Source: an optimization exercise on an open RTL-to-GDS flow (aim: small area, a short achievable clock period and few clock cycles). Production flows keep margins and buffers that such runs may drop.
The RTL was checked by simulation tests, not by an equivalence proof against the original design.
No activity file was given, so power comes from the tool's default toggle rates.

File: flow/constraint.sdc
create_clock -name core_clock -period 18.0 [get_ports {clk}]
set_input_delay 3.6000 -clock core_clock [delete_from_list [all_inputs] [get_ports {clk}]]
set_output_delay 3.6000 -clock core_clock [all_outputs]
set_load 0.01 [all_outputs]
File: flow/design.v
`timescale 1ns / 1ps
module Proccessor(
    input         clk,
    input         reset,
    output [31:0] imem_addr,
    input  [31:0] imem_rdata,
    output [31:0] dmem_addr,
    output [31:0] dmem_wdata,
    output [3:0]  dmem_wstrb,
    input  [31:0] dmem_rdata
);
    wire [31:0] fw = imem_rdata;
    wire [4:0]  f_opc = fw[6:2];
    wire [2:0]  f_f3  = fw[14:12];
    wire [4:0]  f_rs1 = fw[19:15];
    wire [4:0]  f_rs2 = fw[24:20];
    wire [4:0]  f_rd  = fw[11:7];
    wire f_lui   = f_opc == 5'b01101;
    wire f_auipc = f_opc == 5'b00101;
    wire f_jal   = f_opc == 5'b11011;
    wire f_jalr  = f_opc == 5'b11001;
    wire f_br    = f_opc == 5'b11000;
    wire f_load  = f_opc == 5'b00000;
    wire f_store = f_opc == 5'b01000;
    wire f_opi   = f_opc == 5'b00100;
    wire f_opr   = f_opc == 5'b01100;
    wire f_alu   = f_opi | f_opr;
    wire f_wr    = (f_alu | f_load | f_lui | f_auipc | f_jal | f_jalr) & (f_rd != 5'd0);
    wire f_sub   = f_br | (f_alu & (f_f3 == 3'b010 || f_f3 == 3'b011)) |
                   (f_opr & f_f3 == 3'b000 & fw[30]);
    wire [31:0] f_imm = f_store ? {{21{fw[31]}}, fw[30:25], fw[11:7]}
                                : {{21{fw[31]}}, fw[30:20]};
    reg  [31:0] ir;                  
    reg  [31:2] pc;                  
    reg  [31:0] a;                   
    reg  [31:0] b;                   
    reg  [31:0] sd;                  
    reg  [4:0]  sa;                  
    reg         c_sub, c_alu, c_load, c_lui, c_auipc;
    reg         c_wr, c_store, c_jal, c_br, c_jalr;    
    reg         started;             
    wire [4:0] rd = ir[11:7];
    wire [2:0] f3 = ir[14:12];
    wire [31:0] wb;
    wire [31:0] rfq [0:31];
    assign rfq[0] = 32'b0;
    genvar gi;
    generate
        for (gi = 1; gi < 32; gi = gi + 1) begin : g_rf
            reg [31:0] r;
            always @(posedge clk)
                if (c_wr && rd == gi) r <= wb;
            assign rfq[gi] = r;
        end
    endgenerate
    wire [31:0] r1 = (c_wr && rd == f_rs1) ? wb : rfq[f_rs1];
    wire [31:0] r2 = (c_wr && rd == f_rs2) ? wb : rfq[f_rs2];
    wire [31:0] f_b = (f_opr | f_br) ? r2 : f_imm;
    wire [31:0] f_sd = f_f3[1] ? r2 : f_f3[0] ? {2{r2[15:0]}} : {4{r2[7:0]}};
    always @(posedge clk) begin
        ir      <= fw;
        a       <= r1;
        b       <= f_sub ? ~f_b : f_b;
        sd      <= f_sd;
        sa      <= f_b[4:0];
        c_sub   <= f_sub;
        c_alu   <= f_alu;
        c_load  <= f_load;
        c_lui   <= f_lui;
        c_auipc <= f_auipc;
    end
    always @(posedge clk or posedge reset)
        if (reset) begin
            started <= 1'b0;
            c_wr    <= 1'b0;
            c_store <= 1'b0;
            c_jal   <= 1'b0;
            c_br    <= 1'b0;
            c_jalr  <= 1'b0;
        end else begin
            started <= 1'b1;
            c_wr    <= f_wr;
            c_store <= f_store;
            c_jal   <= f_jal;
            c_br    <= f_br;
            c_jalr  <= f_jalr;
        end
    wire [33:0] sum_x = {1'b0, a, 1'b1} + {1'b0, b, c_sub};
    wire [32:0] sum = sum_x[33:1];
    wire lt_u = ~sum[32];
    wire lt_s = (a[31] == b[31]) ? a[31] : lt_u;
    wire eq   = &(a ^ b);            
    wire        shl = ~f3[2];
    wire [4:0]  shamt = sa;
    wire [31:0] a_rev;
    wire [31:0] sh_r;
    wire [31:0] sh_rev;
    generate
        for (gi = 0; gi < 32; gi = gi + 1) begin : g_rev
            assign a_rev[gi]  = a[31 - gi];
            assign sh_rev[gi] = sh_r[31 - gi];
        end
    endgenerate
    wire [31:0] sh_in = shl ? a_rev : a;
    wire        sh_fill = ir[30] & a[31] & ~shl;
    wire [32:0] sh_full = $signed({sh_fill, sh_in}) >>> shamt;
    assign sh_r = sh_full[31:0];
    wire [31:0] sh_res = shl ? sh_rev : sh_r;
    reg [31:0] alu_res;
    always @(*) begin
        case (f3)
            3'b000: alu_res = sum[31:0];
            3'b001: alu_res = sh_res;
            3'b010: alu_res = {31'b0, lt_s};
            3'b011: alu_res = {31'b0, lt_u};
            3'b100: alu_res = a ^ b;
            3'b101: alu_res = sh_res;
            3'b110: alu_res = a | b;
            default: alu_res = a & b;
        endcase
    end
    wire cond = f3[2] ? ((f3[1] ? lt_u : lt_s) ^ f3[0]) : (eq ^ f3[0]);
    wire take = c_jal | (c_br & cond);
    wire [31:0] imm_b = {{20{ir[31]}}, ir[7], ir[30:25], ir[11:8], 1'b0};
    wire [31:0] imm_u = {ir[31:12], 12'b0};
    wire [31:0] imm_j = {{12{ir[31]}}, ir[19:12], ir[20], ir[30:21], 1'b0};
    wire [31:0] pc_imm = c_jal ? imm_j : (c_br ? imm_b : imm_u);
    wire [31:0] pc_t = {pc, 2'b00} + pc_imm;
    wire [31:2] pc_4 = pc + 30'd1;
    wire [31:0] seq  = c_jalr ? {sum[31:1], 1'b0} : (started ? {pc_4, 2'b00} : 32'b0);
    wire [31:0] next_pc = take ? pc_t : seq;
    assign imem_addr = next_pc;
    always @(posedge clk)
        pc <= next_pc[31:2];
    wire [1:0] lo = sum[1:0];
    assign dmem_addr  = sum[31:0];
    assign dmem_wdata = sd;
    wire [3:0] st_mask = f3[1] ? 4'b1111 :
                         f3[0] ? (lo[1] ? 4'b1100 : 4'b0011) :
                                 (4'b0001 << lo);
    assign dmem_wstrb = c_store ? st_mask : 4'b0000;
    wire [31:0] rsh = dmem_rdata >> {lo, 3'b000};
    wire [31:0] ld = f3[1] ? dmem_rdata :
                     f3[0] ? {{16{rsh[15] & ~f3[2]}}, rsh[15:0]} :
                             {{24{rsh[7] & ~f3[2]}}, rsh[7:0]};
    assign wb = c_alu   ? alu_res :
                c_load  ? ld :
                c_lui   ? imm_u :
                c_auipc ? pc_t : {pc_4, 2'b00};
endmodule
File: flow/standard.sh
#!/bin/bash
# synth_recipe.tcl (not shown) runs the flow's synth.tcl, then flattens the netlist and writes it again
# the make line also repeats each setting of config.mk as NAME=value (left out here)
make -C /OpenROAD-flow-scripts/flow DESIGN_CONFIG=/design/flow/config.mk WORK_HOME=/design/flow/orfs CLKGATE_MAP_FILE= SYNTH_SCRIPT=/design/flow/synth_recipe.tcl "${@:-finish}"
File: flow/config.mk
export PLATFORM = sky130hd
export DESIGN_NAME = Proccessor
export DESIGN_NICKNAME = Proccessor
export VERILOG_FILES = /design/flow/design.v
export SDC_FILE = /design/flow/constraint.sdc
export NUM_CORES = 4
export LEC_CHECK = 0
export CAP_MARGIN = 20
export CORE_MARGIN = 2
export CORE_UTILIZATION = 30
export PLACE_DENSITY = 0.35
export SLEW_MARGIN = 20
File: flow/flow/run.sh
#!/bin/bash
# Own layout flow: the standard synthesis and layout, with the timing
# repair steps asked to leave extra setup slack (the SDC is unchanged).
set -euo pipefail
bash standard.sh synth > run_synth.log 2>&1
bash standard.sh SETUP_SLACK_MARGIN=12 finish > run_layout.log 2>&1
==> notes.md <==
Prior to clock tree synthesis, the placed netlist has a worst setup slack of 8.48 ns. After synthesis, the most frequently instantiated cells are sky130_fd_sc_hd__edfxtp_1 (992), sky130_fd_sc_hd__a22oi_1 (656), sky130_fd_sc_hd__nand2_1 (389). Across every metal layer, demand over resource in global routing totals 38.4%. Summed over all layers, the global routing overflow is 0.

Using the TritonRoute via totals, the vias-per-cell ratio works out to 6.63. After synthesis, the cell types taking the most area are sky130_fd_sc_hd__edfxtp_1 (50%), sky130_fd_sc_hd__a22oi_1 (8.3%), sky130_fd_sc_hd__dfxtp_1 (5.4%). By instance count, the leading cell after synthesis is sky130_fd_sc_hd__edfxtp_1.

CTS built an H-tree with a depth of 4. The class of the most critical setup path is reg -> out. The transition time at the pin with the least slew margin was 1.26 ns.

The run gives 396,000 um as the wire length after detailed routing. Of the cells placed in the final design, the portion with a size suffix greater than 1 is 27.6%. Number of enable flip-flop cells after synthesis: 992. Relative to the synthesized area, the layout overhead comes to 31.0%. TritonCTS built the clock tree. In this run the deepest clock path goes through 3 buffers. The root buffer cell chosen for the clock tree is sky130_fd_sc_hd__clkbuf_16. Per report_power, the combinational group accounts for 27.3% of the total.

The die is 448 um tall. The internal power of the cells is 5.70 mW. For the arrival time reported for the critical path endpoint, the log shows 4.23 ns. Total power for the finished layout comes to 8.39 mW. The number of nets handed over by synthesis was 5,342.

Final worst slack: 10.17 ns. Clock-pin slew was measured on the worst setup and hold paths at 0.05 ns. The tools report the quantity of hold-fixing buffers added after cts as 0. For the cell area after technology mapping, the log shows 59,300 um^2. Data on the critical path is required at its endpoint by 14.40 ns. Post-synthesis area per instance: 11.4 um^2. For this run, the detailed router's first-pass iteration total came to 8. Dividing total power by cell area gives a power density of 108 nW/um^2.

The detailed router finished its first iteration with 8,136 violations. Final hold violation count: 0. Setup repair after global routing could not meet its margin everywhere. In the final routed layout, each cell accounts on average for 46.9 um.

The net switching power is 2.69 mW, and the final sum of negative setup slack is 0 ns. The tools report the endpoint type of the worst setup path as a primary output. Summed over all nets, the half-perimeter wirelength after detailed placement is 245,000 um.

In this run the remaining antenna-violating nets after routing total 0. The initialized floorplan defines 163 standard-cell rows. Sequential cells were found to cover 56.0% of the synthesized design area. The terminus of the critical flop-to-flop path is b[3]. At the end of routability-driven placement, the weighted congestion stood at 0.969. IR analysis of the VDD net gives a maximum drop of 0.0000988 V. The run gives 56,000 as the vias after detailed routing.

The number of buffers created by CTS was 141; the fraction of the cycle the final worst path needs was 43.5%. The cell type contributing the most total cell area after synthesis is sky130_fd_sc_hd__edfxtp_1. For this run, the post-layout net count is 5,851.

The maximum fanout count along the critical path came out at 8. Clock tree synthesis found a total of 1,159 sinks. Of the post-synthesis cell area, the dominant cell type holds 50.3%. For this design the top-level I/O count stands at 166.

The tools report the worst-case clock skew as 0.0313 ns. The prevailing post-synth register cell is sky130_fd_sc_hd__edfxtp_1. Entering global routing, the biggest net connects 56 pins. The core region is 197,000 um^2. Registers are responsible for 37.2% of the overall power. Tracing the worst setup path back leads to its startpoint at b[19]. The run gives 1 as the total number of yosys warnings. The setup check on the worst reg-to-reg path leaves a slack of 12.10 ns.

The effective utilization at floorplan came out at 30.1%. The clock network burns 35.5% of the power. STA classifies the critical path startpoint as a flop. The number of antenna violations at the first check in global routing came out at 17. Net switching is 32.1% of the power. After detailed routing, the number of remaining DRC violations is 0.

The worst path in the final design needs a cycle of 7.83 ns, including I/O delays and setup. The area of the die was 201,000 um^2. The count of buffers added on input and output ports is 162. Summed over all cells, the static leakage comes to 26.6 nW. Counting flops with an async set or reset pin after synthesis yields a share of 0.518%.

The type of the tightest min-delay check is reg -> reg. The number of cells produced by synthesis is 5,179, and the worst slew slack as a fraction of its limit is 16.2%. End point of the critical path: imem_addr[23]. The depth of the worst register-to-register path is 12, and the synthesis-stage register bit count is 1,159. The tools report the launching point of the worst reg2reg path as sa[0]. Based on the critical path, the design can be clocked at up to 128 MHz. The run gives 53,100 as the via count of the first global-routing pass. For the clock latency on the worst-skew pair, the log shows 0.82 ns. The first global-routing pass estimated 514,000 um of wire. The run finished with no timing, DRC or antenna violations. The max-capacitance violation count was 0; the final setup violation count was 0. The count of pins over their slew limit was 0; the width of the die was 448 um. Number of distinct library cells after synthesis: 97.
-- worst max-delay path: stages (launching register included) --
cell	delay (ns)
sky130_fd_sc_hd__dfxtp_2	0.39
sky130_fd_sc_hd__inv_1	0.09
sky130_fd_sc_hd__ha_4	0.34
sky130_fd_sc_hd__nand4_1	0.21
sky130_fd_sc_hd__nor3_4	0.26
sky130_fd_sc_hd__nand3_4	0.15
sky130_fd_sc_hd__a211oi_4	0.35
sky130_fd_sc_hd__o21bai_2	0.12
sky130_fd_sc_hd__a22oi_2	0.17
sky130_fd_sc_hd__buf_6	0.14
sky130_fd_sc_hd__buf_6	0.10
sky130_fd_sc_hd__o2111ai_4	0.11
sky130_fd_sc_hd__o2111a_2	0.21
sky130_fd_sc_hd__buf_6	0.13
sky130_fd_sc_hd__buf_12	0.14
sky130_fd_sc_hd__buf_16	0.16
sky130_fd_sc_hd__o21ai_4	0.22
sky130_fd_sc_hd__buf_6	0.14
-- power by group through the flow --
stage / sequential [mW] / combinational [mW] / clock (mW)
floorplan: 3.14 / 0.820 / 0
global placement: 3.21 / 1.65 / 0
detailed placement: 3.21 / 1.64 / 0
CTS: 3.12 / 2.09 / 3.01
global route: 3.13 / 2.34 / 3.11
finish: 3.12 / 2.29 / 2.98
-- cell type report --
type	instances	area [um^2]
fillers	19000	119000
well taps	2640	3300
flip-flops and latches	1159	33300
clock inverters	72	771
multi-input cells	3497	28200
inverters	122	513
diodes	5	12.5
repair buffers	767	7580
clock buffers	185	3940
-- kinds of logic (layout without fill, tap and decap cells) --
group	after synthesis	after routing	synth area share, %
compound gates	1851	1852	22.6
xor+xnor	121	121	1.79
fa+ha+maj	97	97	2.07
buf+inv	524	1146	3.43
flops	1159	1159	56.0
mux	159	159	4.06
other cells	2	7	0.0127
simple gates	1266	1266	10.1
-- how the worst min path moves through the flow --
stage	startpoint	endpoint	slack (ns)	cells after the start
after global routing	g_rf[24].r[26]	a[26]	0.78	4
after floorplan	g_rf[10].r[24]	a[24]	0.60	4
final	g_rf[24].r[26]	a[26]	0.72	4
after global placement	g_rf[26].r[19]	a[19]	0.72	4
after detailed placement	g_rf[3].r[26]	a[26]	0.70	4
after CTS	g_rf[24].r[26]	a[26]	0.72	4
-- through the flow --
stage	cells	hold slack, ns	util (%)	instance area [um^2]
final	8447	0.724	39.4	77600
after global routing	8444	0.778	39.4	77600
after CTS	8351	0.724	38.6	75900
after detailed placement	7828	0.697	33.6	66100
after global placement	7825	0.725	33.6	66000
after floorplan	5179	0.604	-	60200
-- metal layers --
metal  global-route usage [%]  vias up  part of all wire, %
met4                     24.2       12                  8.0
met1                     47.1    28900                   38
met5                        0        -                0.020
li1                         -    21800                    -
met2                     61.9     4015                   46
met3                     7.52     1206                  8.7
-- layout by cell type, fill, tap and decap left out, types with 24 or more instances in the layout --
master | synthesis | routed
sky130_fd_sc_hd__nor2_4 | 0 | 100
sky130_fd_sc_hd__a21oi_4 | 1 | 36
sky130_fd_sc_hd__a21oi_2 | 1 | 53
sky130_fd_sc_hd__nand2_1 | 389 | 360
sky130_fd_sc_hd__dfxtp_4 | 0 | 30
sky130_fd_sc_hd__clkbuf_16 | 0 | 153
sky130_fd_sc_hd__clkinv_1 | 5 | 26
sky130_fd_sc_hd__xor2_1 | 48 | 34
sky130_fd_sc_hd__buf_12 | 0 | 59
sky130_fd_sc_hd__nor3_1 | 98 | 74
sky130_fd_sc_hd__a22o_1 | 163 | 159
sky130_fd_sc_hd__dfxtp_1 | 161 | 114
sky130_fd_sc_hd__inv_1 | 113 | 94
sky130_fd_sc_hd__ha_1 | 95 | 36
sky130_fd_sc_hd__buf_4 | 8 | 428
sky130_fd_sc_hd__a21o_1 | 45 | 42
sky130_fd_sc_hd__buf_6 | 2 | 132
sky130_fd_sc_hd__mux4_2 | 62 | 62
sky130_fd_sc_hd__ha_4 | 0 | 36
sky130_fd_sc_hd__clkdlybuf4s50_1 | 0 | 83
sky130_fd_sc_hd__o21ai_2 | 1 | 35
sky130_fd_sc_hd__edfxtp_1 | 992 | 992
sky130_fd_sc_hd__nand3_1 | 148 | 141
sky130_fd_sc_hd__a21oi_1 | 260 | 173
sky130_fd_sc_hd__a221oi_1 | 159 | 152
sky130_fd_sc_hd__nor2_1 | 297 | 179
sky130_fd_sc_hd__clkbuf_1 | 331 | 30
sky130_fd_sc_hd__o22ai_1 | 31 | 24
sky130_fd_sc_hd__xnor2_1 | 73 | 60
sky130_fd_sc_hd__a222oi_1 | 44 | 44
sky130_fd_sc_hd__a22oi_1 | 656 | 648
sky130_fd_sc_hd__nand4_1 | 130 | 130
sky130_fd_sc_hd__a211oi_1 | 37 | 27
sky130_fd_sc_hd__o21ai_1 | 44 | 36
sky130_fd_sc_hd__o21ai_0 | 175 | 128
sky130_fd_sc_hd__mux2i_1 | 66 | 62
-- registers in the layout, summed over array words and instances, names as in the netlist, 5 cells and up --
name and count:
a 32, b 32, g_rf.r 992, ir 25
pc 30, sa 5, sd 32
-- repair_timing --
action | in CTS | in global routing
pin swaps | 136 | 92
resized for setup | 909 | 240
setup endpoints to repair | 261 | 244
gates cloned | 7 | 3
buffers inserted | 259 | 88
hold endpoints to repair | 0 | 0
Testbench counts, summed over its fixed seeds: cycles 50,846.

## separate check: timing with driven ports
The flow's constraints put no driver on any port. The routed layout listed below was extracted and timed again, unchanged, in two steps.
Step 1 assumes that a clkbuf_16 drives the clock port and a buf_2 every other input.
Step 2 also shifts input and output timing later by t, the mid clock arrival at the registers, as if the neighbouring blocks saw the same clock.
Three values: ideal ports, drivers, drivers and shift; two values: the first two.
shift t [ns]: 0.890
setup slack, ns: 10.168 / 10.079 / 10.969
worst setup path after step 2: register to output
latest minus earliest clock arrival (ns): 0.033 / 0.034
After both steps setup and hold are still met in this run. The setup slack of this run moves by -0.089 ns with the drivers and by +0.801 ns with both steps.
